From an optimization exercise on the open Yosys and OpenROAD flow, aimed at small area and a short achievable clock period; shortcuts taken in it are not production practice. RTL that was checked went through simulation tests only; none was proved equivalent to the original. For run 5, only the layout was checked, not whether the RTL still works.

`config.mk`:
```
export PLATFORM = sky130hd
export DESIGN_NAME = mod
export DESIGN_NICKNAME = mod
export VERILOG_FILES = /design/flow/design.v
export SDC_FILE = /design/flow/constraint.sdc
export NUM_CORES = 4
export LEC_CHECK = 0
export ABC_AREA = 1
export CAP_MARGIN = 20
export CORE_MARGIN = 2
export CORE_UTILIZATION = 40
export SETUP_SLACK_MARGIN = 2.8
export SLEW_MARGIN = 20
```
`constraint.sdc`:
```
create_clock -name core_clock -period 5.2 [get_ports {clk}]
set_input_delay 1.0400 -clock core_clock [delete_from_list [all_inputs] [get_ports {clk}]]
set_output_delay 1.0400 -clock core_clock [all_outputs]
set_load 0.01 [all_outputs]
```
`design.v`:
```
`timescale 1ns / 1ps
module mod (
    input logic clk,
    input logic reset,
    input logic [15:0] samp,
    output logic pull,
    output logic pdata
);
    localparam logic [39:0] TH = 40'h00014CCCCC;
    logic [7:0]  cnt;
    logic [15:0] sv;
    logic [39:2] xb;
    logic [39:8] pb;
    logic [1:0] q;
    logic [5:1] cx, cx_n;
    logic [3:1] cp, cp_n;
    logic        q_out;     
    logic        pull_r;    
    wire [5:0] d0_0 = xb[7:2];
    wire o0 = 1'b0;
    wire [5:0] d1_0 = xb[13:8];
    wire [5:0] d1_1 = xb[13:8] + 6'd1;
    wire [5:0] d1_2 = xb[13:8] + 6'd2;
    wire a1_1 = &xb[13:8];
    wire a2_1 = &xb[13:9];
    wire g1 = a1_1 & cx[1];
    wire p1 = (a1_1 & !cx[1]) | (a2_1 & !xb[8] & cx[1]);
    wire o1 = g1 | (p1 & o0);
    wire [5:0] d2_0 = xb[19:14];
    wire [5:0] d2_1 = xb[19:14] + 6'd1;
    wire [5:0] d2_2 = xb[19:14] + 6'd2;
    wire a1_2 = &xb[19:14];
    wire a2_2 = &xb[19:15];
    wire g2 = a1_2 & cx[2];
    wire p2 = (a1_2 & !cx[2]) | (a2_2 & !xb[14] & cx[2]);
    wire o2 = g2 | (p2 & o1);
    wire [5:0] d3_0 = xb[25:20];
    wire [5:0] d3_1 = xb[25:20] + 6'd1;
    wire [5:0] d3_2 = xb[25:20] + 6'd2;
    wire a1_3 = &xb[25:20];
    wire a2_3 = &xb[25:21];
    wire g3 = a1_3 & cx[3];
    wire p3 = (a1_3 & !cx[3]) | (a2_3 & !xb[20] & cx[3]);
    wire o3 = g3 | (p3 & o2);
    wire [5:0] d4_0 = xb[31:26];
    wire [5:0] d4_1 = xb[31:26] + 6'd1;
    wire [5:0] d4_2 = xb[31:26] + 6'd2;
    wire a1_4 = &xb[31:26];
    wire a2_4 = &xb[31:27];
    wire g4 = a1_4 & cx[4];
    wire p4 = (a1_4 & !cx[4]) | (a2_4 & !xb[26] & cx[4]);
    wire o4 = g4 | (p4 & o3);
    wire [7:0] d5_0 = xb[39:32];
    wire [7:0] d5_1 = xb[39:32] + 8'd1;
    wire [7:0] d5_2 = xb[39:32] + 8'd2;
    wire s395_0 = d5_0[7];
    wire s395_1 = d5_1[7];
    wire s395_2 = d5_2[7];
    wire x39 = (o4 ? (cx[5] ? s395_2 : s395_1) : (cx[5] ? s395_1 : s395_0));
    wire z24_0 = ~|d4_0[5:0];
    wire z24_1 = ~|d4_1[5:0];
    wire z24_2 = ~|d4_2[5:0];
    wire z25_0 = ~|d5_0[6:0];
    wire z25_1 = ~|d5_1[6:0];
    wire z25_2 = ~|d5_2[6:0];
    wire z2 = (o3 ? (cx[4] ? z24_2 : z24_1) : (cx[4] ? z24_1 : z24_0)) & (o4 ? (cx[5] ? z25_2 : z25_1) : (cx[5] ? z25_1 : z25_0));
    wire z253_0 = ~|d3_0[5:5];
    wire z253_1 = ~|d3_1[5:5];
    wire z253_2 = ~|d3_2[5:5];
    wire z25 = (o2 ? (cx[3] ? z253_2 : z253_1) : (cx[3] ? z253_1 : z253_0));
    wire z1 = z2 & z25;
    wire thge0_0 = d0_0[5:0] >= 6'd51;
    wire thgt1_0 = d1_0[5:0] > 6'd12;
    wire theq1_0 = d1_0[5:0] == 6'd12;
    wire thgt1_1 = d1_1[5:0] > 6'd12;
    wire theq1_1 = d1_1[5:0] == 6'd12;
    wire thgt1_2 = d1_2[5:0] > 6'd12;
    wire theq1_2 = d1_2[5:0] == 6'd12;
    wire thgt2_0 = d2_0[5:0] > 6'd51;
    wire theq2_0 = d2_0[5:0] == 6'd51;
    wire thgt2_1 = d2_1[5:0] > 6'd51;
    wire theq2_1 = d2_1[5:0] == 6'd51;
    wire thgt2_2 = d2_2[5:0] > 6'd51;
    wire theq2_2 = d2_2[5:0] == 6'd51;
    wire thgt3_0 = d3_0[4:0] > 5'd20;
    wire theq3_0 = d3_0[4:0] == 5'd20;
    wire thgt3_1 = d3_1[4:0] > 5'd20;
    wire theq3_1 = d3_1[4:0] == 5'd20;
    wire thgt3_2 = d3_2[4:0] > 5'd20;
    wire theq3_2 = d3_2[4:0] == 5'd20;
    wire th = ((o2 ? (cx[3] ? thgt3_2 : thgt3_1) : (cx[3] ? thgt3_1 : thgt3_0)) | ((o2 ? (cx[3] ? theq3_2 : theq3_1) : (cx[3] ? theq3_1 : theq3_0)) & ((o1 ? (cx[2] ? thgt2_2 : thgt2_1) : (cx[2] ? thgt2_1 : thgt2_0)) | ((o1 ? (cx[2] ? theq2_2 : theq2_1) : (cx[2] ? theq2_1 : theq2_0)) & ((o0 ? (cx[1] ? thgt1_2 : thgt1_1) : (cx[1] ? thgt1_1 : thgt1_0)) | ((o0 ? (cx[1] ? theq1_2 : theq1_1) : (cx[1] ? theq1_1 : theq1_0)) & thge0_0))))));
    wire ttge0_0 = d0_0[5:0] >= 6'd38;
    wire ttgt1_0 = d1_0[5:0] > 6'd25;
    wire tteq1_0 = d1_0[5:0] == 6'd25;
    wire ttgt1_1 = d1_1[5:0] > 6'd25;
    wire tteq1_1 = d1_1[5:0] == 6'd25;
    wire ttgt1_2 = d1_2[5:0] > 6'd25;
    wire tteq1_2 = d1_2[5:0] == 6'd25;
    wire ttgt2_0 = d2_0[5:0] > 6'd38;
    wire tteq2_0 = d2_0[5:0] == 6'd38;
    wire ttgt2_1 = d2_1[5:0] > 6'd38;
    wire tteq2_1 = d2_1[5:0] == 6'd38;
    wire ttgt2_2 = d2_2[5:0] > 6'd38;
    wire tteq2_2 = d2_2[5:0] == 6'd38;
    wire ttgt3_0 = d3_0[5:0] > 6'd41;
    wire tteq3_0 = d3_0[5:0] == 6'd41;
    wire ttgt3_1 = d3_1[5:0] > 6'd41;
    wire tteq3_1 = d3_1[5:0] == 6'd41;
    wire ttgt3_2 = d3_2[5:0] > 6'd41;
    wire tteq3_2 = d3_2[5:0] == 6'd41;
    wire tt = ((o2 ? (cx[3] ? ttgt3_2 : ttgt3_1) : (cx[3] ? ttgt3_1 : ttgt3_0)) | ((o2 ? (cx[3] ? tteq3_2 : tteq3_1) : (cx[3] ? tteq3_1 : tteq3_0)) & ((o1 ? (cx[2] ? ttgt2_2 : ttgt2_1) : (cx[2] ? ttgt2_1 : ttgt2_0)) | ((o1 ? (cx[2] ? tteq2_2 : tteq2_1) : (cx[2] ? tteq2_1 : tteq2_0)) & ((o0 ? (cx[1] ? ttgt1_2 : ttgt1_1) : (cx[1] ? ttgt1_1 : ttgt1_0)) | ((o0 ? (cx[1] ? tteq1_2 : tteq1_1) : (cx[1] ? tteq1_1 : tteq1_0)) & ttge0_0))))));
    wire c0 = !x39 & (!z1 | th);
    wire c1 = (x39 | !z2 | tt) & (!x39 | (z1 & !th));
    wire s1 = xb[8] ^ pb[8] ^ q[0];
    wire c2 = (xb[8] & pb[8]) | (xb[8] & q[0]) | (pb[8] & q[0]);
    wire s3 = xb[9] ^ pb[9] ^ q[0];
    wire c4 = (xb[9] & pb[9]) | (xb[9] & q[0]) | (pb[9] & q[0]);
    wire s5 = xb[10] ^ pb[10];
    wire c6 = xb[10] & pb[10];
    wire s7 = xb[11] ^ pb[11];
    wire c8 = xb[11] & pb[11];
    wire s9 = xb[12] ^ pb[12] ^ q[0];
    wire c10 = (xb[12] & pb[12]) | (xb[12] & q[0]) | (pb[12] & q[0]);
    wire s11 = xb[13] ^ pb[13] ^ q[0];
    wire c12 = (xb[13] & pb[13]) | (xb[13] & q[0]) | (pb[13] & q[0]);
    wire s13 = xb[14] ^ pb[14] ^ cp[1];
    wire c14 = (xb[14] & pb[14]) | (xb[14] & cp[1]) | (pb[14] & cp[1]);
    wire s15 = xb[15] ^ pb[15];
    wire c16 = xb[15] & pb[15];
    wire s17 = xb[16] ^ pb[16] ^ q[0];
    wire c18 = (xb[16] & pb[16]) | (xb[16] & q[0]) | (pb[16] & q[0]);
    wire s19 = xb[17] ^ pb[17] ^ q[0];
    wire c20 = (xb[17] & pb[17]) | (xb[17] & q[0]) | (pb[17] & q[0]);
    wire s21 = xb[18] ^ pb[18];
    wire c22 = xb[18] & pb[18];
    wire s23 = xb[19] ^ pb[19] ^ cp[2];
    wire c24 = (xb[19] & pb[19]) | (xb[19] & cp[2]) | (pb[19] & cp[2]);
    wire s25 = xb[20] ^ pb[20] ^ q[0];
    wire c26 = (xb[20] & pb[20]) | (xb[20] & q[0]) | (pb[20] & q[0]);
    wire s27 = xb[21] ^ pb[21] ^ q[0];
    wire c28 = (xb[21] & pb[21]) | (xb[21] & q[0]) | (pb[21] & q[0]);
    wire s29 = xb[22] ^ pb[22];
    wire c30 = xb[22] & pb[22];
    wire s31 = xb[23] ^ pb[23] ^ q[0];
    wire c32 = (xb[23] & pb[23]) | (xb[23] & q[0]) | (pb[23] & q[0]);
    wire s33 = xb[24] ^ pb[24] ^ q[0];
    wire c34 = (xb[24] & pb[24]) | (xb[24] & q[0]) | (pb[24] & q[0]);
    wire s35 = xb[25] ^ pb[25] ^ cp[3];
    wire c36 = (xb[25] & pb[25]) | (xb[25] & cp[3]) | (pb[25] & cp[3]);
    wire s37 = xb[26] ^ pb[26] ^ q[0];
    wire c38 = (xb[26] & pb[26]) | (xb[26] & q[0]) | (pb[26] & q[0]);
    wire s39 = xb[27] ^ pb[27] ^ q[0];
    wire c40 = (xb[27] & pb[27]) | (xb[27] & q[0]) | (pb[27] & q[0]);
    wire s41 = xb[28] ^ pb[28] ^ q[0];
    wire c42 = (xb[28] & pb[28]) | (xb[28] & q[0]) | (pb[28] & q[0]);
    wire s43 = xb[29] ^ pb[29] ^ q[0];
    wire c44 = (xb[29] & pb[29]) | (xb[29] & q[0]) | (pb[29] & q[0]);
    wire s45 = xb[30] ^ pb[30] ^ q[0];
    wire c46 = (xb[30] & pb[30]) | (xb[30] & q[0]) | (pb[30] & q[0]);
    wire s47 = xb[31] ^ pb[31] ^ q[0];
    wire c48 = (xb[31] & pb[31]) | (xb[31] & q[0]) | (pb[31] & q[0]);
    wire s49 = xb[32] ^ pb[32] ^ q[0];
    wire c50 = (xb[32] & pb[32]) | (xb[32] & q[0]) | (pb[32] & q[0]);
    wire s51 = xb[33] ^ pb[33] ^ q[0];
    wire c52 = (xb[33] & pb[33]) | (xb[33] & q[0]) | (pb[33] & q[0]);
    wire s53 = xb[34] ^ pb[34] ^ q[0];
    wire c54 = (xb[34] & pb[34]) | (xb[34] & q[0]) | (pb[34] & q[0]);
    wire s55 = xb[35] ^ pb[35] ^ q[0];
    wire c56 = (xb[35] & pb[35]) | (xb[35] & q[0]) | (pb[35] & q[0]);
    wire s57 = xb[36] ^ pb[36] ^ q[0];
    wire c58 = (xb[36] & pb[36]) | (xb[36] & q[0]) | (pb[36] & q[0]);
    wire s59 = xb[37] ^ pb[37] ^ q[0];
    wire c60 = (xb[37] & pb[37]) | (xb[37] & q[0]) | (pb[37] & q[0]);
    wire s61 = xb[38] ^ pb[38] ^ q[0];
    wire c62 = (xb[38] & pb[38]) | (xb[38] & q[0]) | (pb[38] & q[0]);
    wire s63 = xb[39] ^ pb[39] ^ q[0];
    wire c64 = (xb[39] & pb[39]) | (xb[39] & q[0]) | (pb[39] & q[0]);
    wire [6:0] xs65 = {1'b0, xb[7], xb[6], xb[5], xb[4], xb[3], xb[2]} + {1'b0, 1'b0, 1'b0, q[0], q[0], 1'b0, q[0]} + 7'(1'b0);
    assign cx_n[1] = xs65[6];
    wire [6:0] xs66 = {1'b0, s11, s9, s7, s5, s3, s1} + {1'b0, c10, c8, c6, c4, c2, 1'b0} + 7'(cx[1]);
    assign cx_n[2] = xs66[6];
    wire [6:0] xs67 = {1'b0, s23, s21, s19, s17, s15, s13} + {1'b0, c22, c20, c18, c16, c14, c12} + 7'(cx[2]);
    assign cx_n[3] = xs67[6];
    wire [6:0] xs68 = {1'b0, s35, s33, s31, s29, s27, s25} + {1'b0, c34, c32, c30, c28, c26, c24} + 7'(cx[3]);
    assign cx_n[4] = xs68[6];
    wire [6:0] xs69 = {1'b0, s47, s45, s43, s41, s39, s37} + {1'b0, c46, c44, c42, c40, c38, c36} + 7'(cx[4]);
    assign cx_n[5] = xs69[6];
    wire [8:0] xs70 = {1'b0, s63, s61, s59, s57, s55, s53, s51, s49} + {1'b0, c62, c60, c58, c56, c54, c52, c50, c48} + 9'(cx[5]);
    wire [6:0] ps71 = {1'b0, pb[13], pb[12], pb[11], pb[10], pb[9], pb[8]} + {1'b0, sv[5], sv[4], sv[3], sv[2], sv[1], sv[0]} + 7'(1'b0);
    assign cp_n[1] = ps71[6];
    wire [5:0] ps72 = {1'b0, pb[18], pb[17], pb[16], pb[15], pb[14]} + {1'b0, sv[10], sv[9], sv[8], sv[7], sv[6]} + 6'(cp[1]);
    assign cp_n[2] = ps72[5];
    wire [6:0] ps73 = {1'b0, pb[24], pb[23], pb[22], pb[21], pb[20], pb[19]} + {1'b0, q[1], sv[15], sv[14], sv[13], sv[12], sv[11]} + 7'(cp[2]);
    assign cp_n[3] = ps73[6];
    wire [15:0] ps74 = {1'b0, pb[39], pb[38], pb[37], pb[36], pb[35], pb[34], pb[33], pb[32], pb[31], pb[30], pb[29], pb[28], pb[27], pb[26], pb[25]} + {1'b0, q[1], q[1], q[1], q[1], q[1], q[1], q[1], q[1], q[1], q[1], q[1], q[1], q[1], q[1], q[1]} + 16'(cp[3]);
    wire [39:2] xb_n = {xs70[7], xs70[6], xs70[5], xs70[4], xs70[3], xs70[2], xs70[1], xs70[0], xs69[5], xs69[4], xs69[3], xs69[2], xs69[1], xs69[0], xs68[5], xs68[4], xs68[3], xs68[2], xs68[1], xs68[0], xs67[5], xs67[4], xs67[3], xs67[2], xs67[1], xs67[0], xs66[5], xs66[4], xs66[3], xs66[2], xs66[1], xs66[0], xs65[5], xs65[4], xs65[3], xs65[2], xs65[1], xs65[0]};
    wire [39:8] pb_n = {ps74[14], ps74[13], ps74[12], ps74[11], ps74[10], ps74[9], ps74[8], ps74[7], ps74[6], ps74[5], ps74[4], ps74[3], ps74[2], ps74[1], ps74[0], ps73[5], ps73[4], ps73[3], ps73[2], ps73[1], ps73[0], ps72[4], ps72[3], ps72[2], ps72[1], ps72[0], ps71[5], ps71[4], ps71[3], ps71[2], ps71[1], ps71[0]};
    always_ff @(posedge clk or posedge reset) begin
        if (reset) begin
            cnt <= 8'hFF;
            pull_r <= 1'b1;
            sv  <= '0;
            xb  <= '0;
            pb  <= '0;
            q   <= '0;
            q_out <= 1'b0;
            cx  <= '0;
            cp  <= '0;
        end else begin
            cnt <= cnt + 8'd1;
            pull_r <= (cnt == 8'hFE);
            if (cnt == 8'hFF) sv <= samp;
            xb  <= xb_n;
            pb  <= pb_n;
            cx  <= cx_n;
            cp  <= cp_n;
            q[0] <= q[0] ? c1 : c0;
            q[1] <= q[1] ? c1 : c0;
            q_out <= q_out ? c1 : c0;
        end
    end
    assign pull  = pull_r;
    assign pdata = q_out;
endmodule
```
`flow/run.sh`:
```
#!/bin/bash
# The standard layout (the standard.sh), but without Yosys's full-adder
# extraction (ADDER_MAP_FILE empty): ABC then maps the adders itself, into
# faster gates than the fixed sky130 fa/ha cells. Registers are unchanged.
set -euo pipefail
bash standard.sh ADDER_MAP_FILE=  finish > standard_flow.log 2>&1
```
`standard.sh`:
```
#!/bin/bash
# synth_recipe.tcl (not shown) runs the flow's synth.tcl, then flattens the netlist and writes it again
# the make line also repeats each setting of config.mk as NAME=value (left out here)
make -C /OpenROAD-flow-scripts/flow DESIGN_CONFIG=/design/flow/config.mk WORK_HOME=/design/flow/orfs CLKGATE_MAP_FILE= SYNTH_SCRIPT=/design/flow/synth_recipe.tcl "${@:-finish}"
```
==> qor.txt, run 1 <==
Outcome: complete, no violations
Final Core Density: 44.68%
Clock latency (worst-skew pair): 0.36 ns
Period utilization: 41.93%
All-Layer GR Usage: 17.40%
Layout Nets: 1,181
Synth warn: 1
Crit-path slowest cell: dfstp_2
Unique masters post-synth: 48
CP Launch Type: register
Worst-path clk slew: 0.07 ns
Rel. slew slack: 52.38%
Port bufs: 19
Core ar.: 0.01883 sq mm
Antenna viol nets, final: 0
Fill cells: 1,967
Crit path buf inv count: 1
Post-synth EDFFs: 0
Synthesized area: 0.007719 sq mm
Synth Net Count: 1,172
Unrepaired setup endpoints after global routing: no
Async set-or-reset flop fraction in the synthesized netlist: 100.0%
Die width: 142.9 um
GP Congestion: 0.8588
Share of post-route cells with drive strength above 1: 7.449%
Initial core utilization: 40.99%
CTS tree: done
DR iter-0 viols: 366
Hpwl dp: 12,380 um
Register area share after synthesis: 34.51%
Hold Path Class: register to register
Clock skew: 0.009751 ns
Crit-path cells: dlygate4sd2_1
Crit-path max FO: 1
Htree depth: 3
First-pass GRT wire length: 28,810 um
Slew @ Worst Pin: 0.7128 ns
Largest net degree at the start of global routing: 45
Top FF cell, synth: dfrtp_1
Crit. End Element: output port
Final Critical Period: 2.180 ns
Initial antenna violation count: 0
Top delay family on crit path: flip-flops
Setup_tns: 0 ns
Post-Layout Inst Area: 0.008414 sq mm
CTS Buffer Depth: 2
Most common cell after layout, fill and taps aside: nand2_1
Final wirelength: 16,350 um
Max Clk Rate: 458.6 MHz
Crit-path max cell delay: 0.52 ns
Synth Area per Inst: 6.689 sq um
Placed cell areas: 0.008094 sq mm
Critical Path RT: 4.16 ns
FF+latch count, synth: 106
Fin. Hold Viols: 0
P&R area growth vs syn: 9.013%
Multi-input gate area in the final layout: 0.004452 sq mm
Vias per inst: 4.741
Count of pins over their slew limit: 0
Global route overflow: 0
Final setup vio count: 0
Pre-Repair DR Iteration Count: 7
Sink Count: 106
Root Buffer: clkbuf_16
Antenna cells: 0
Vias in the first global route: 6,411
Max-Cap Viols: 0
Die Y: 142.9 um
Area of the die: 0.02042 sq mm
Most frequent cells in the layout: 411 x nand2_1, 134 x nor2_1, 114 x inv_1
# DRC: 0
Register area: 0.002674 sq mm
CP arrival: 1.14 ns
WL/cell: 11.45 um
Num CTS Buffers: 9
Row Count: 50
Worst Path Class, Setup: register to output port
Cells after synthesis: 1,154
Vias: 6,770
I/O pin count: 20
## cells by family (layout without fill, tap and decap cells)
group                      after synthesis  after routing  share of synthesized area [%]
and+or+nand+nor                        693            693                          37.90
buffers and inverters                  143            157                          7.943
AOI/OAI and AO/OA                      114            114                          8.494
DFF                                    106            106                          34.51
xor gates and xnor gates                96             96                          10.89
adders and majority gates                2              2                         0.2594
## state kept, by name, indices dropped and copies added, names as in the netlist
name,cells
cnt,8
cp,3
cx,5
pb,32
pull_r,1
q,2
q_out,1
sv,16
xb,38
## layer usage
layer,wire (um),part of all wire (%),vias up,GRT usage [%]
met1,8387,51,3027,23.94
li1,-,-,3648,-
met5,0,0,-,0
met3,380,2.3,12,1.777
met2,7323,45,83,28.23
met4,257,1.6,0,6.722
## repair_timing
item / in CTS / in global routing
pin swaps: 0 / 0
setup endpoints to repair: 19 / 6
setup buffers: 0 / 1
gates resized for setup: 3 / 9
hold buffers: 0 / 0
## metrics by stage
step | worst slack (ns) | std cells | hold slack, ns
after detailed placement | 2.623 | 1411 | 0.4730
after CTS | 2.821 | 1427 | 0.4945
after floorplan | 2.894 | 1154 | 0.4540
final | 3.020 | 1428 | 0.4943
after global routing | 2.823 | 1428 | 0.5107
after global placement | 2.641 | 1411 | 0.4728
## layout make-up
| type | count | area share [%] |
|---|---|---|
| Clock buffer | 10 | 2.721 |
| Clock inverter | 6 | 0.6543 |
| Inverter | 118 | 5.398 |
| Multi-Input combinational cell | 905 | 52.91 |
| Sequential cell | 106 | 31.78 |
| Tap cell | 260 | 3.866 |
| Timing Repair Buffer | 23 | 2.677 |
## worst paths after layout
| kind | from | end | slack, ns | cells after the start |
|---|---|---|---|---|
| max in group asynchronous | reset | cnt[7] | 3.11 | 3 |
| max reg2reg | cx[2] | q[0] | 3.07 | 12 |
| min | xb[2] | xb[2] | 0.49 | 1 |
| min reg2reg | xb[2] | xb[2] | 0.49 | 1 |
| max | pull_r | pull | 3.02 | 1 |
| min in group asynchronous | reset | pb[29] | 1.13 | 2 |
## cells in the mapped netlist (9+ instances only)
master,n,area (sq um)
a21oi_1,45,225.2
buf_2,10,50.05
dfrtp_1,97,2427
dfstp_2,9,236.5
inv_1,115,431.7
nand2_1,411,1543
nand3_1,61,305.3
nand4_1,22,137.6
nor2_1,134,503.0
nor3_1,11,55.05
o21ai_0,33,165.2
o21ai_1,9,45.04
or2_2,22,137.6
xnor2_1,19,166.4
xor2_1,77,674.4
==> run 2, diff against run 1 <==
--- a/config.mk
+++ b/config.mk
@@ -9,5 +9,5 @@
 export CAP_MARGIN = 20
 export CORE_MARGIN = 2
 export CORE_UTILIZATION = 40
-export SETUP_SLACK_MARGIN = 2.8
+export SETUP_SLACK_MARGIN = 3.0
 export SLEW_MARGIN = 20
==> qor.txt, run 2 <==
Outcome: complete, no violations
Setup_tns: 0 ns
Initial antenna violation count: 0
Synth Area per Inst: 6.689 sq um
Count of pins over their slew limit: 0
Placed cell count: 1,411
Post-synth top area cell: dfrtp_1
Top FF cell, synth: dfrtp_1
Sink Count: 106
CTS tree: done
Vias per inst: 4.776
Final setup vio count: 0
Multi-input gate area in the final layout: 0.004463 sq mm
First-pass GRT wire length: 28,810 um
Crit. End Element: output port
Cts hold-fix bufs: 0
Max Clk Rate: 464.7 MHz
Num CTS Buffers: 9
Most frequent cells in the layout: 410 x nand2_1, 134 x nor2_1, 113 x inv_1
Antenna cells: 0
Area of the die: 0.02042 sq mm
Post-synth EDFFs: 0
Hpwl dp: 12,380 um
Vias: 6,901
Final wirelength: 16,940 um
All-Layer GR Usage: 17.40%
Most frequent cell after synthesis: nand2_1
Unrepaired setup endpoints after global routing: yes
Port bufs: 19
I/O pin count: 20
Unique masters post-synth: 48
DR iter-0 viols: 378
Crit-path max cell delay: 0.52 ns
Final Critical Period: 2.152 ns
Share of post-route cells with drive strength above 1: 9.705%
# DRC: 0
Clock latency (worst-skew pair): 0.36 ns
Rel. slew slack: 48.79%
Critical Path RT: 4.16 ns
CP Depth: 1
Cells after synthesis: 1,154
P&R area growth vs syn: 11.30%
Row Count: 50
Worst-path clk slew: 0.07 ns
Die Y: 142.9 um
Die width: 142.9 um
Vias in the first global route: 6,411
Crit-path cells: clkdlybuf4s15_1
Pre-Repair DR Iteration Count: 5
GP Congestion: 0.8588
Min-Delay Path Depth: 1
Period utilization: 41.38%
Max-Cap Viols: 0
Fill cells: 1,954
Most flops, register: xb
Slew @ Worst Pin: 0.7639 ns
Largest net degree at the start of global routing: 45
Async set-or-reset flop fraction in the synthesized netlist: 100.0%
Initial core utilization: 40.99%
CP arrival: 1.11 ns
Synth top cells by count: 411 x nand2_1, 134 x nor2_1, 115 x inv_1
Register area share after synthesis: 34.51%
Top area cells in the synthesized netlist: dfrtp_1 31%, nand2_1 20%, xor2_1 8.7%
Crit path buf inv count: 1
Most common cell after layout, fill and taps aside: nand2_1
WL/cell: 11.72 um
Number of flip-flops in the largest register: 38
Root Buffer: clkbuf_16
Cell Count, Final, Fillers Out: 1,445
R2r worst-path depth: 14
Register area: 0.002684 sq mm
Hold Path Class: register to register
Crit-path max FO: 1
Synthesized area: 0.007719 sq mm
Core ar.: 0.01883 sq mm
Layout Nets: 1,198
CTS Buffer Depth: 2
Worst Path Class, Setup: register to output port
FF+latch count, synth: 106
Clock skew: 0.009206 ns
Largest regs: xb (38), pb (32), sv (16)
Final Core Density: 45.62%
CP Launch Type: register
Yosys top cell area share: 31.45%
Synth Net Count: 1,172
Top delay family on crit path: flip-flops
Antenna viol nets, final: 0
Synth warn: 1
Global route overflow: 0
Htree depth: 3
Crit-path slowest cell: dfstp_2
Fin. Hold Viols: 0
==> run 2: cell type report <==
class,count,share of cell area [%]
Multi-Input combinational cell,905,51.95
Sequential cell,106,31.24
Inverter,118,5.564
Timing Repair Buffer,38,3.991
Tap cell,260,3.787
Clock buffer,10,2.665
Clock inverter,6,0.6408
Timing Repair inverter,2,0.1602
==> run 2: cell families (layout without fill, tap and decap cells) <==
logic type / Yosys count / in the layout / share of synthesized area (%)
AND/OR/NAND/NOR: 693 / 693 / 37.90
buffers and inverters: 143 / 174 / 7.943
AO/OA/AOI/OAI: 114 / 114 / 8.494
flip-flops: 106 / 106 / 34.51
XOR/XNOR: 96 / 96 / 10.89
adder cells (fa/ha/maj): 2 / 2 / 0.2594
==> run 2: what timing repair did <==
item | in CTS | in global routing
resized for setup | 10 | 23
gates cloned | 0 | 2
pin swaps | 0 | 1
setup buffers | 0 | 16
endpoints found under the setup margin | 31 | 113
==> run 2: worst paths after layout <==
check / startpoint / to / slack, ns
setup reg to reg: xb[14] / q[1] / 3.16
min in group asynchronous: reset / cx[3] / 1.16
setup / recovery: pull_r / pull / 3.05
hold reg to reg: xb[2] / xb[2] / 0.49
hold / removal: xb[2] / xb[2] / 0.49
max in group asynchronous: reset / cnt[5] / 3.21
==> run 2: layer usage <==
| metal | global-route usage, % | wire length [um] | vias up |
|---|---|---|---|
| met3 | 1.777 | 418 | 12 |
| li1 | - | - | 3683 |
| met5 | 0 | 0 | - |
| met1 | 23.94 | 8649 | 3119 |
| met2 | 28.23 | 7617 | 87 |
| met4 | 6.722 | 257 | 0 |
==> run 2: stage by stage <==
step	hold WS (ns)	cell area (sq um)	worst slack, ns
2_1_floorplan	0.4540	7722	2.894
3_3_place_gp	0.4728	8094	2.641
3_5_place_dp	0.4730	8094	2.623
4_1_cts	0.4945	8392	3.001
5_1_grt	0.5107	8591	2.915
6_report	0.4947	8591	3.048
==> run 3, diff against run 2 <==
--- a/config.mk
+++ b/config.mk
@@ -9,5 +9,6 @@
 export CAP_MARGIN = 20
 export CORE_MARGIN = 2
 export CORE_UTILIZATION = 40
+export CTS_BUF_LIST = sky130_fd_sc_hd__clkbuf_8
 export SETUP_SLACK_MARGIN = 3.0
 export SLEW_MARGIN = 20
==> qor.txt, run 3 <==
Global route overflow: 0
Rel. slew slack: 49.35%
WHS: 0.4974 ns
Slew @ Worst Pin: 0.7556 ns
Vias: 6,887
Hpwl dp: 12,380 um
Outcome: complete, no violations
Max Clk Rate: 467.8 MHz
Fin. Hold Viols: 0
Initial antenna violation count: 0
CP arrival: 1.10 ns
Crit-path slowest cell: dfrtp_1
Crit-path cells: dlygate4sd2_1
Placed cell count: 1,411
Synth Area per Inst: 6.689 sq um
CTS Buffer Depth: 2
First-pass GRT wire length: 28,660 um
Critical Path RT: 4.16 ns
Sink Count: 106
Post-synth EDFFs: 0
Synthesized area: 0.007719 sq mm
Synth top cells by count: 411 x nand2_1, 134 x nor2_1, 115 x inv_1
Crit path buf inv count: 1
Initial core utilization: 40.99%
Synth Net Count: 1,172
Cells after synthesis: 1,154
Top layer used by detailed routing: met4
Most flops, register: xb
Min-Delay Path Depth: 1
Top delay family on crit path: flip-flops
Crit-path max cell delay: 0.41 ns
Post-synth top area cell: dfrtp_1
Core ar.: 0.01883 sq mm
Setup_tns: 0 ns
Antenna viol nets, final: 0
Clock skew: 0.01365 ns
Most common cell after layout, fill and taps aside: nand2_1
Reg2reg setup slack: 3.13 ns
Synth warn: 1
Worst Path Class, Setup: register to output port
Top FF cell, synth: dfrtp_1
Top area cells in the synthesized netlist: dfrtp_1 31%, nand2_1 20%, xor2_1 8.7%
Unique masters post-synth: 48
Num CTS Buffers: 9
Max-Cap Viols: 0
CTS tree: done
Hold Path Class: register to register
HP Start: xb[2]
Final wirelength: 16,750 um
Metal-1 WL: 8631 um
FF+latch count, synth: 106
Crit-path max FO: 2
Final WS setup: 3.062 ns
Fill cells: 1,964
Unrepaired setup endpoints after global routing: yes
Cell Count, Final, Fillers Out: 1,454
Count of pins over their slew limit: 0
Async set-or-reset flop fraction in the synthesized netlist: 100.0%
Period utilization: 41.11%
Die Y: 142.9 um
Row Count: 50
Vias per inst: 4.737
Register area share after synthesis: 34.51%
Clock latency (worst-skew pair): 0.40 ns
Yosys top cell area share: 31.45%
Antenna cells: 0
Reg2reg start: q[1]
Most frequent cells in the layout: 408 x nand2_1, 132 x nor2_1, 114 x inv_1
DR iter-0 viols: 387
Port bufs: 19
Worst-path clk slew: 0.10 ns
I/O pin count: 20
Vias in the first global route: 6,401
Area of the die: 0.02042 sq mm
Largest net degree at the start of global routing: 45
Share of post-route cells with drive strength above 1: 11.31%
Pre-Repair DR Iteration Count: 5
Layout Nets: 1,207
All-Layer GR Usage: 17.26%
Reg2reg end: pb[39]
P&R area growth vs syn: 11.07%
WL/cell: 11.52 um
Pre-CTS setup slack: 2.623 ns
CP Depth: 1
Die width: 142.9 um
Number of flip-flops in the largest register: 38
Root Buffer: clkbuf_8
Hold Path End: xb[2]
# DRC: 0
Final Critical Period: 2.138 ns
GP Congestion: 0.8588
Crit. End Element: output port
Htree depth: 3
Met3 Wirelength: 321 um
Wire length on met2: 7550 um
Final setup vio count: 0
Most frequent cell after synthesis: nand2_1
Cts hold-fix bufs: 0
R2r worst-path depth: 10
Largest regs: xb (38), pb (32), sv (16)
CP Launch Type: register
==> run 3: cell counts after synthesis <==
Identical to the previous run, type by type.
==> run 3: area by class of cell <==
cell class,instances,area (sq um),area share (%)
Tap cell,260,325.3,3.795
Clock inverter,7,58.81,0.6859
Clock buffer,9,123.9,1.445
Timing Repair inverter,2,13.76,0.1605
Sequential cell,106,2688,31.35
Timing Repair Buffer,47,405.4,4.729
Inverter,118,464.2,5.414
Multi-Input combinational cell,905,4494,52.42
==> run 3: per-layer routing <==
metal / global-route usage, % / up-vias
met5: 0 / -
met3: 1.576 / 13
met4: 6.566 / 0
met1: 23.78 / 3112
met2: 28.18 / 65
li1: - / 3697
==> run 3: per-stage QoR <==
| stage | cell area, sq um | util (%) |
|---|---|---|
| after floorplan | 7722 | - |
| after global placement | 8094 | 42.98 |
| after detailed placement | 8094 | 42.98 |
| after CTS | 8297 | 44.06 |
| after global routing | 8573 | 45.53 |
| final | 8573 | 45.53 |
==> run 3: logic make-up after synthesis <==
logic type | count (synthesis) | synth area share (%)
compound gates | 114 | 8.494
xor+xnor | 96 | 10.89
fa+ha+maj | 2 | 0.2594
buf+inv | 143 | 7.943
flops | 106 | 34.51
simple gates | 693 | 37.90
==> run 3: how the worst max path moves through the flow <==
stage	start	end	slack [ns]
after floorplan	reset	cp[1]	2.89
final	q_out	pdata	3.06
after CTS	q_out	pdata	3.03
after global routing	q[1]	pb[39]	2.88
after detailed placement	reset	cnt[6]	2.62
after global placement	reset	cnt[7]	2.64
==> run 3: what timing repair did <==
action | in CTS | in global routing
resized for setup | 13 | 32
pin swaps | 0 | 3
cloned | 0 | 2
buffers inserted | 1 | 24
endpoints found under the setup margin | 31 | 94
==> run 4, diff against run 3 <==
==> flow/run.sh (replaced) <==
#!/bin/bash
# The standard layout (the standard.sh), but without Yosys's full-adder
# extraction (ADDER_MAP_FILE empty): ABC then maps the adders itself, into
# faster gates than the fixed sky130 fa/ha cells. Registers are unchanged.
# The port buffers are the smallest buffer cell (buffer_ports -buffer_cell).
set -euo pipefail
bash standard.sh ADDER_MAP_FILE= 'BUFFER_PORTS_ARGS=-buffer_cell sky130_fd_sc_hd__buf_1'  finish > standard_flow.log 2>&1
==> qor.txt, run 4 <==
Outcome: complete, no violations
Final setup vio count: 0
Unique masters post-synth: 48
Placed cell areas: 0.007975 sq mm
Top delay family on crit path: flip-flops
Hold Path Class: register to register
Critical Path RT: 4.16 ns
Hpwl dp: 12,060 um
Htree depth: 3
Vias: 6,873
Antenna viol nets, final: 0
Async set-or-reset flop fraction in the synthesized netlist: 100.0%
Fin. Hold Viols: 0
Crit-path max FO: 1
Worst Path Class, Setup: register to output port
Number of flip-flops in the largest register: 38
Most flops, register: xb
Placed cell count: 1,411
# DRC: 0
Port bufs: 19
Most frequent cell after synthesis: nand2_1
Synth warn: 1
Post-Layout Inst Area: 0.008462 sq mm
CTS tree: done
Pre-Repair DR Iteration Count: 5
Final wirelength: 16,370 um
Vias in the first global route: 6,276
Sink Count: 106
Antenna cells: 0
Largest regs: xb (38), pb (32), sv (16)
CP arrival: 1.07 ns
CTS Buffer Depth: 2
Die width: 142.9 um
Num CTS Buffers: 9
Most common cell after layout, fill and taps aside: nand2_1
Unrepaired setup endpoints after global routing: no
Post-synth top area cell: dfrtp_1
Initial core utilization: 40.99%
Final Critical Period: 2.106 ns
I/O pin count: 20
Setup_tns: 0 ns
Cell Count, Final, Fillers Out: 1,447
WL/cell: 11.31 um
First-pass GRT wire length: 28,400 um
Top FF cell, synth: dfrtp_1
Synthesized area: 0.007719 sq mm
Crit path buf inv count: 1
Register area share after synthesis: 34.51%
Clock skew: 0.01780 ns
GP Congestion: 0.8484
FF+latch count, synth: 106
Cells after synthesis: 1,154
Post-synth EDFFs: 0
Count of pins over their slew limit: 0
Area of the die: 0.02042 sq mm
Largest net degree at the start of global routing: 45
Synth Area per Inst: 6.689 sq um
Synth top cells by count: 411 x nand2_1, 134 x nor2_1, 115 x inv_1
Vias per inst: 4.750
Initial antenna violation count: 0
CP Launch Type: register
All-Layer GR Usage: 17.12%
Clock latency (worst-skew pair): 0.40 ns
Die Y: 142.9 um
Period utilization: 40.49%
Root Buffer: clkbuf_8
Layout Nets: 1,200
Worst-path clk slew: 0.11 ns
Rel. slew slack: 42.53%
DR iter-0 viols: 448
Most frequent cells in the layout: 407 x nand2_1, 130 x nor2_1, 113 x inv_1
Top area cells in the synthesized netlist: dfrtp_1 31%, nand2_1 20%, xor2_1 8.7%
Crit. End Element: output port
Synth Net Count: 1,172
Final Core Density: 44.94%
Yosys top cell area share: 31.45%
Crit-path cells: buf_1
Max Clk Rate: 474.9 MHz
Crit-path slowest cell: dfstp_2
Cts hold-fix bufs: 0
Global route overflow: 0
Share of post-route cells with drive strength above 1: 11.29%
Max-Cap Viols: 0
Slew @ Worst Pin: 0.8603 ns
Row Count: 50
P&R area growth vs syn: 9.629%
Crit-path max cell delay: 0.54 ns
Core ar.: 0.01883 sq mm
==> run 4: cell counts after synthesis <==
No cell type changed its count.
==> run 4: repair_timing <==
action                                  4_1_cts  5_1_grt
buffers inserted                              0       20
pin swaps                                     0        4
gates cloned                                  0        0
hold endpoints to repair                      0        0
resized for setup                             7       38
endpoints found under the setup margin       28       32
==> run 4: logic make-up (layout without fill, tap and decap cells) <==
family	Yosys count	count (layout)	share of synthesized area (%)
simple gates	693	693	37.90
flops	106	106	34.51
fa+ha+maj	2	2	0.2594
buf+inv	143	176	7.943
compound gates	114	114	8.494
xor+xnor	96	96	10.89
==> run 4: metrics by stage <==
stage                     setup WS [ns]  hold slack, ns
after floorplan                   2.894          0.4540
after global placement            2.710          0.4764
after detailed placement          2.720          0.4782
after CTS                         3.010          0.5020
after global routing              2.994          0.5204
final                             3.094          0.4962
==> run 4: final cells by class <==
class | instances | area, sq um
Timing Repair Buffer | 42 | 255.2
Clock buffer | 10 | 137.6
Sequential cell | 106 | 2688
Clock inverter | 6 | 78.83
Tap cell | 260 | 325.3
Fill cell | 1951 | 10370
Multi-Input combinational cell | 905 | 4516
Inverter | 118 | 461.7
==> run 4: final timing paths <==
kind | startpoint | endpoint | slack (ns) | cells past startpoint
min in group asynchronous | reset | xb[29] | 0.78 | 2
worst min-delay path | xb[2] | xb[2] | 0.50 | 1
worst max-delay path | pull_r | pull | 3.09 | 1
worst max register to register | xb[22] | q_out | 3.11 | 12
worst min register to register | xb[2] | xb[2] | 0.50 | 1
max in group asynchronous | reset | xb[23] | 3.40 | 3
==> run 4: routing by layer <==
metal,part of all wire (%),track usage [%]
met1,52,24.40
met2,44,26.97
met3,2.6,2.012
met4,1.1,5.836
met5,0,0
==> run 5, diff against run 4 <==
--- a/design.v
+++ b/design.v
@@ -11,7 +11,7 @@
     logic [15:0] sv;
     logic [39:2] xb;
     logic [39:8] pb;
-    logic [1:0] q;
+    logic [2:0] q;
     logic [5:1] cx, cx_n;
     logic [3:1] cp, cp_n;
     logic        q_out;     
@@ -113,69 +113,69 @@
     wire c1 = (x39 | !z2 | tt) & (!x39 | (z1 & !th));
     wire s1 = xb[8] ^ pb[8] ^ q[0];
     wire c2 = (xb[8] & pb[8]) | (xb[8] & q[0]) | (pb[8] & q[0]);
-    wire s3 = xb[9] ^ pb[9] ^ q[0];
-    wire c4 = (xb[9] & pb[9]) | (xb[9] & q[0]) | (pb[9] & q[0]);
+    wire s3 = xb[9] ^ pb[9] ^ q[1];
+    wire c4 = (xb[9] & pb[9]) | (xb[9] & q[1]) | (pb[9] & q[1]);
     wire s5 = xb[10] ^ pb[10];
     wire c6 = xb[10] & pb[10];
     wire s7 = xb[11] ^ pb[11];
     wire c8 = xb[11] & pb[11];
     wire s9 = xb[12] ^ pb[12] ^ q[0];
     wire c10 = (xb[12] & pb[12]) | (xb[12] & q[0]) | (pb[12] & q[0]);
-    wire s11 = xb[13] ^ pb[13] ^ q[0];
-    wire c12 = (xb[13] & pb[13]) | (xb[13] & q[0]) | (pb[13] & q[0]);
+    wire s11 = xb[13] ^ pb[13] ^ q[1];
+    wire c12 = (xb[13] & pb[13]) | (xb[13] & q[1]) | (pb[13] & q[1]);
     wire s13 = xb[14] ^ pb[14] ^ cp[1];
     wire c14 = (xb[14] & pb[14]) | (xb[14] & cp[1]) | (pb[14] & cp[1]);
     wire s15 = xb[15] ^ pb[15];
     wire c16 = xb[15] & pb[15];
     wire s17 = xb[16] ^ pb[16] ^ q[0];
     wire c18 = (xb[16] & pb[16]) | (xb[16] & q[0]) | (pb[16] & q[0]);
-    wire s19 = xb[17] ^ pb[17] ^ q[0];
-    wire c20 = (xb[17] & pb[17]) | (xb[17] & q[0]) | (pb[17] & q[0]);
+    wire s19 = xb[17] ^ pb[17] ^ q[1];
+    wire c20 = (xb[17] & pb[17]) | (xb[17] & q[1]) | (pb[17] & q[1]);
     wire s21 = xb[18] ^ pb[18];
     wire c22 = xb[18] & pb[18];
     wire s23 = xb[19] ^ pb[19] ^ cp[2];
     wire c24 = (xb[19] & pb[19]) | (xb[19] & cp[2]) | (pb[19] & cp[2]);
     wire s25 = xb[20] ^ pb[20] ^ q[0];
     wire c26 = (xb[20] & pb[20]) | (xb[20] & q[0]) | (pb[20] & q[0]);
-    wire s27 = xb[21] ^ pb[21] ^ q[0];
-    wire c28 = (xb[21] & pb[21]) | (xb[21] & q[0]) | (pb[21] & q[0]);
+    wire s27 = xb[21] ^ pb[21] ^ q[1];
+    wire c28 = (xb[21] & pb[21]) | (xb[21] & q[1]) | (pb[21] & q[1]);
     wire s29 = xb[22] ^ pb[22];
     wire c30 = xb[22] & pb[22];
-    wire s31 = xb[23] ^ pb[23] ^ q[0];
-    wire c32 = (xb[23] & pb[23]) | (xb[23] & q[0]) | (pb[23] & q[0]);
+    wire s31 = xb[23] ^ pb[23] ^ q[1];
+    wire c32 = (xb[23] & pb[23]) | (xb[23] & q[1]) | (pb[23] & q[1]);
     wire s33 = xb[24] ^ pb[24] ^ q[0];
     wire c34 = (xb[24] & pb[24]) | (xb[24] & q[0]) | (pb[24] & q[0]);
     wire s35 = xb[25] ^ pb[25] ^ cp[3];
     wire c36 = (xb[25] & pb[25]) | (xb[25] & cp[3]) | (pb[25] & cp[3]);
     wire s37 = xb[26] ^ pb[26] ^ q[0];
     wire c38 = (xb[26] & pb[26]) | (xb[26] & q[0]) | (pb[26] & q[0]);
-    wire s39 = xb[27] ^ pb[27] ^ q[0];
-    wire c40 = (xb[27] & pb[27]) | (xb[27] & q[0]) | (pb[27] & q[0]);
+    wire s39 = xb[27] ^ pb[27] ^ q[1];
+    wire c40 = (xb[27] & pb[27]) | (xb[27] & q[1]) | (pb[27] & q[1]);
     wire s41 = xb[28] ^ pb[28] ^ q[0];
     wire c42 = (xb[28] & pb[28]) | (xb[28] & q[0]) | (pb[28] & q[0]);
-    wire s43 = xb[29] ^ pb[29] ^ q[0];
-    wire c44 = (xb[29] & pb[29]) | (xb[29] & q[0]) | (pb[29] & q[0]);
+    wire s43 = xb[29] ^ pb[29] ^ q[1];
+    wire c44 = (xb[29] & pb[29]) | (xb[29] & q[1]) | (pb[29] & q[1]);
     wire s45 = xb[30] ^ pb[30] ^ q[0];
     wire c46 = (xb[30] & pb[30]) | (xb[30] & q[0]) | (pb[30] & q[0]);
-    wire s47 = xb[31] ^ pb[31] ^ q[0];
-    wire c48 = (xb[31] & pb[31]) | (xb[31] & q[0]) | (pb[31] & q[0]);
+    wire s47 = xb[31] ^ pb[31] ^ q[1];
+    wire c48 = (xb[31] & pb[31]) | (xb[31] & q[1]) | (pb[31] & q[1]);
     wire s49 = xb[32] ^ pb[32] ^ q[0];
     wire c50 = (xb[32] & pb[32]) | (xb[32] & q[0]) | (pb[32] & q[0]);
-    wire s51 = xb[33] ^ pb[33] ^ q[0];
-    wire c52 = (xb[33] & pb[33]) | (xb[33] & q[0]) | (pb[33] & q[0]);
+    wire s51 = xb[33] ^ pb[33] ^ q[1];
+    wire c52 = (xb[33] & pb[33]) | (xb[33] & q[1]) | (pb[33] & q[1]);
     wire s53 = xb[34] ^ pb[34] ^ q[0];
     wire c54 = (xb[34] & pb[34]) | (xb[34] & q[0]) | (pb[34] & q[0]);
-    wire s55 = xb[35] ^ pb[35] ^ q[0];
-    wire c56 = (xb[35] & pb[35]) | (xb[35] & q[0]) | (pb[35] & q[0]);
+    wire s55 = xb[35] ^ pb[35] ^ q[1];
+    wire c56 = (xb[35] & pb[35]) | (xb[35] & q[1]) | (pb[35] & q[1]);
     wire s57 = xb[36] ^ pb[36] ^ q[0];
     wire c58 = (xb[36] & pb[36]) | (xb[36] & q[0]) | (pb[36] & q[0]);
-    wire s59 = xb[37] ^ pb[37] ^ q[0];
-    wire c60 = (xb[37] & pb[37]) | (xb[37] & q[0]) | (pb[37] & q[0]);
+    wire s59 = xb[37] ^ pb[37] ^ q[1];
+    wire c60 = (xb[37] & pb[37]) | (xb[37] & q[1]) | (pb[37] & q[1]);
     wire s61 = xb[38] ^ pb[38] ^ q[0];
     wire c62 = (xb[38] & pb[38]) | (xb[38] & q[0]) | (pb[38] & q[0]);
-    wire s63 = xb[39] ^ pb[39] ^ q[0];
-    wire c64 = (xb[39] & pb[39]) | (xb[39] & q[0]) | (pb[39] & q[0]);
-    wire [6:0] xs65 = {1'b0, xb[7], xb[6], xb[5], xb[4], xb[3], xb[2]} + {1'b0, 1'b0, 1'b0, q[0], q[0], 1'b0, q[0]} + 7'(1'b0);
+    wire s63 = xb[39] ^ pb[39] ^ q[1];
+    wire c64 = (xb[39] & pb[39]) | (xb[39] & q[1]) | (pb[39] & q[1]);
+    wire [6:0] xs65 = {1'b0, xb[7], xb[6], xb[5], xb[4], xb[3], xb[2]} + {1'b0, 1'b0, 1'b0, q[1], q[0], 1'b0, q[0]} + 7'(1'b0);
     assign cx_n[1] = xs65[6];
     wire [6:0] xs66 = {1'b0, s11, s9, s7, s5, s3, s1} + {1'b0, c10, c8, c6, c4, c2, 1'b0} + 7'(cx[1]);
     assign cx_n[2] = xs66[6];
@@ -190,9 +190,9 @@
     assign cp_n[1] = ps71[6];
     wire [5:0] ps72 = {1'b0, pb[18], pb[17], pb[16], pb[15], pb[14]} + {1'b0, sv[10], sv[9], sv[8], sv[7], sv[6]} + 6'(cp[1]);
     assign cp_n[2] = ps72[5];
-    wire [6:0] ps73 = {1'b0, pb[24], pb[23], pb[22], pb[21], pb[20], pb[19]} + {1'b0, q[1], sv[15], sv[14], sv[13], sv[12], sv[11]} + 7'(cp[2]);
+    wire [6:0] ps73 = {1'b0, pb[24], pb[23], pb[22], pb[21], pb[20], pb[19]} + {1'b0, q[2], sv[15], sv[14], sv[13], sv[12], sv[11]} + 7'(cp[2]);
     assign cp_n[3] = ps73[6];
-    wire [15:0] ps74 = {1'b0, pb[39], pb[38], pb[37], pb[36], pb[35], pb[34], pb[33], pb[32], pb[31], pb[30], pb[29], pb[28], pb[27], pb[26], pb[25]} + {1'b0, q[1], q[1], q[1], q[1], q[1], q[1], q[1], q[1], q[1], q[1], q[1], q[1], q[1], q[1], q[1]} + 16'(cp[3]);
+    wire [15:0] ps74 = {1'b0, pb[39], pb[38], pb[37], pb[36], pb[35], pb[34], pb[33], pb[32], pb[31], pb[30], pb[29], pb[28], pb[27], pb[26], pb[25]} + {1'b0, q[2], q[2], q[2], q[2], q[2], q[2], q[2], q[2], q[2], q[2], q[2], q[2], q[2], q[2], q[2]} + 16'(cp[3]);
     wire [39:2] xb_n = {xs70[7], xs70[6], xs70[5], xs70[4], xs70[3], xs70[2], xs70[1], xs70[0], xs69[5], xs69[4], xs69[3], xs69[2], xs69[1], xs69[0], xs68[5], xs68[4], xs68[3], xs68[2], xs68[1], xs68[0], xs67[5], xs67[4], xs67[3], xs67[2], xs67[1], xs67[0], xs66[5], xs66[4], xs66[3], xs66[2], xs66[1], xs66[0], xs65[5], xs65[4], xs65[3], xs65[2], xs65[1], xs65[0]};
     wire [39:8] pb_n = {ps74[14], ps74[13], ps74[12], ps74[11], ps74[10], ps74[9], ps74[8], ps74[7], ps74[6], ps74[5], ps74[4], ps74[3], ps74[2], ps74[1], ps74[0], ps73[5], ps73[4], ps73[3], ps73[2], ps73[1], ps73[0], ps72[4], ps72[3], ps72[2], ps72[1], ps72[0], ps71[5], ps71[4], ps71[3], ps71[2], ps71[1], ps71[0]};
     always_ff @(posedge clk or posedge reset) begin
@@ -216,6 +216,7 @@
             cp  <= cp_n;
             q[0] <= q[0] ? c1 : c0;
             q[1] <= q[1] ? c1 : c0;
+            q[2] <= q[2] ? c1 : c0;
             q_out <= q_out ? c1 : c0;
         end
     end
==> flow/run.sh (replaced) <==
#!/bin/bash
# The standard layout (the standard.sh), but without Yosys's full-adder
# extraction (ADDER_MAP_FILE empty): ABC then maps the adders itself, into
# faster gates than the fixed sky130 fa/ha cells. Registers are unchanged.
set -euo pipefail
bash standard.sh ADDER_MAP_FILE=  finish > standard_flow.log 2>&1
--- a/config.mk
+++ b/config.mk
@@ -9,6 +9,5 @@
 export CAP_MARGIN = 20
 export CORE_MARGIN = 2
 export CORE_UTILIZATION = 40
-export CTS_BUF_LIST = sky130_fd_sc_hd__clkbuf_8
-export SETUP_SLACK_MARGIN = 3.0
+export SETUP_SLACK_MARGIN = 2.8
 export SLEW_MARGIN = 20
==> qor.txt, run 5 <==
CP Launch Type: register
Crit path buf inv count: 1
Synthesized area: 0.007990 sq mm
Area of the die: 0.02112 sq mm
FF+latch count, synth: 107
P&R area growth vs syn: 9.364%
Slew @ Worst Pin: 0.8880 ns
Cells after synthesis: 1,166
Period utilization: 41.88%
Antenna viol nets, final: 0
Share of post-route cells with drive strength above 1: 8.369%
Rel. slew slack: 40.66%
Post-synth EDFFs: 0
Outcome: complete, no violations
Crit. End Element: output port
Clock latency (worst-skew pair): 0.36 ns
First-pass GRT wire length: 28,980 um
Cts hold-fix bufs: 0
Final wirelength: 16,760 um
Largest net degree at the start of global routing: 49
Num CTS Buffers: 9
Final Critical Period: 2.178 ns
DR iter-0 viols: 375
Most flops, register: xb
Vias: 6,794
CTS tree: done
Clock skew: 0.007670 ns
Worst Path Class, Setup: register to output port
Crit-path slowest cell: dfstp_2
Final Core Density: 44.75%
Htree depth: 3
Synth top cells by count: 415 x nand2_1, 126 x inv_1, 118 x nor2_1
Post-synth top area cell: dfrtp_1
I/O pin count: 20
Largest regs: xb (38), pb (32), sv (16)
Worst-path clk slew: 0.07 ns
Max-Cap Viols: 0
Vias per inst: 4.692
Synth Net Count: 1,184
Most frequent cell after synthesis: nand2_1
Top area cells in the synthesized netlist: dfrtp_1 31%, nand2_1 19%, xor2_1 11%
CTS Buffer Depth: 2
Layout Nets: 1,196
Placed cell count: 1,431
Max Clk Rate: 459.2 MHz
Initial antenna violation count: 0
Number of flip-flops in the largest register: 38
Top FF cell, synth: dfrtp_1
Top delay family on crit path: flip-flops
WL/cell: 11.58 um
Crit-path max cell delay: 0.53 ns
Hpwl dp: 12,590 um
Count of pins over their slew limit: 0
CP arrival: 1.14 ns
Core ar.: 0.01953 sq mm
Async set-or-reset flop fraction in the synthesized netlist: 100.0%
Global route overflow: 0
Cell Count, Final, Fillers Out: 1,448
Setup_tns: 0 ns
Die Y: 145.3 um
Synth warn: 1
GP Congestion: 0.8680
Sink Count: 107
Post_cts resized: 2
Post-CTS Setup Inserts: 0
Initial core utilization: 40.92%
Register area share after synthesis: 33.65%
Row Count: 51
Crit-path cells: dlygate4sd2_1
Yosys top cell area share: 30.69%
WHS: 0.4861 ns
Fin. Hold Viols: 0
Port bufs: 19
# DRC: 0
Crit-path max FO: 1
All-Layer GR Usage: 16.47%
Unique masters post-synth: 49
Pre-Repair DR Iteration Count: 5
Final setup vio count: 0
Root Buffer: clkbuf_16
Vias in the first global route: 6,303
Most common cell after layout, fill and taps aside: nand2_1
Most frequent cells in the layout: 415 x nand2_1, 125 x inv_1, 118 x nor2_1
Synth Area per Inst: 6.853 sq um
Hold Path Class: register to register
Unrepaired setup endpoints after global routing: no
Die width: 145.3 um
Antenna cells: 0
Critical Path RT: 4.16 ns
[run 5: changes by cell type in the layout (fill, tap and decap cells not counted), moves of 10 or more]
cell,before,now
buf_4,21,5
mux2_2,0,16
dfrtp_2,16,0
clkdlybuf4s50_1,0,17
nor2_1,130,118
clkbuf_8,10,0
buf_1,19,0
dfrtp_1,80,98
clkbuf_16,0,11
xor2_1,76,96
inv_1,113,125
[run 5: cells by family (layout without fill, tap and decap cells)]
logic type	count (synthesis)	after routing	synth area share [%]
buf+inv	159	176	8.221
mux	16	16	2.255
xor+xnor	112	112	12.28
compound gates	95	95	6.984
fa+ha+maj	2	2	0.2506
flops	107	107	33.65
simple gates	675	675	36.36
[run 5: cell type report]
class                      instances  area, sq um
inverter                         135        511.7
fill                            2024        10790
multi-input combinational        900         4644
clock buffer                      11        275.3
timing repair buffer              25        245.2
tap                              265        331.6
sequential                       107         2689
clock inverter                     5        41.29
[run 5: path summary, 6_finish.rpt]
path	start	end	slack [ns]	cells past startpoint
setup / recovery	pull_r	pull	3.02	1
hold / removal	xb[2]	xb[2]	0.49	1
setup reg to reg	q[2]	pb[39]	3.04	12
hold reg to reg	xb[2]	xb[2]	0.49	1
max in group asynchronous	reset	sv[12]	3.38	3
min in group asynchronous	reset	pb[35]	1.05	2
[run 5: per-stage QoR]
step           worst slack (ns)  area, sq um
6_report                  3.022         8738
4_1_cts                   2.887         8718
3_3_place_gp              2.497         8404
2_1_floorplan             2.880         7994
3_5_place_dp              2.490         8404
5_1_grt                   2.803         8738
[run 5: layer usage]
| metal | GRT usage [%] | up-vias | part of all wire, % |
|---|---|---|---|
| li1 | - | 3656 | - |
| met1 | 22.56 | 3038 | 49 |
| met2 | 26.97 | 85 | 46 |
| met3 | 2.602 | 15 | 3.8 |
| met4 | 4.951 | 0 | 1.5 |
| met5 | 0 | - | 0 |
[run 5: worst reg2reg max path: stages, from the launching register on]
cell and delay, ns:
dfrtp_1 0.33, buf_4 0.31, inv_2 0.15, nand2_1 0.08, nand2_1 0.07, o21ai_1 0.29
nand2_1 0.10, nand2_1 0.16, nand3_1 0.09, o2111ai_1 0.16, nand2_1 0.10, nand3_1 0.11
xor2_1 0.14

## separate check: timing with driven ports
Ports are ideal in the flow. The routed layouts listed here were re-timed in OpenROAD.
Step 1 (the two cells are an assumption about what drives the block):
set clk [get_ports {clk}]
set_driving_cell -lib_cell sky130_fd_sc_hd__clkbuf_16 $clk
set_driving_cell -lib_cell sky130_fd_sc_hd__buf_2 [delete_from_list [all_inputs] $clk]
Step 2 moves the port delays by t, midway between the first and last clock arrival at a register: inputs arrive t later, outputs are due t later. That takes back most of the time a late clock gives input paths.
Three values: ideal, step 1, step 2; two values: the first two.
run | t (ns) | setup slack, ns | worst setup path after step 2
run 1 | 0.400 | 3.020 / 2.979 / 2.733 | input, reset recovery
run 2 | 0.399 | 3.048 / 3.007 / 2.830 | input, reset recovery
run 3 | 0.427 | 3.062 / 3.029 / 2.830 | input, reset recovery
run 4 | 0.428 | 3.094 / 3.057 / 2.994 | input, reset recovery
run 5 | 0.399 | 3.022 / 2.978 / 3.008 | input, reset recovery
After both steps every run listed still meets setup and hold. For run 1, which loses most, drivers alone change the setup slack by -0.041 ns; drivers and shift together by -0.287 ns. Setup slack includes reset recovery checks.
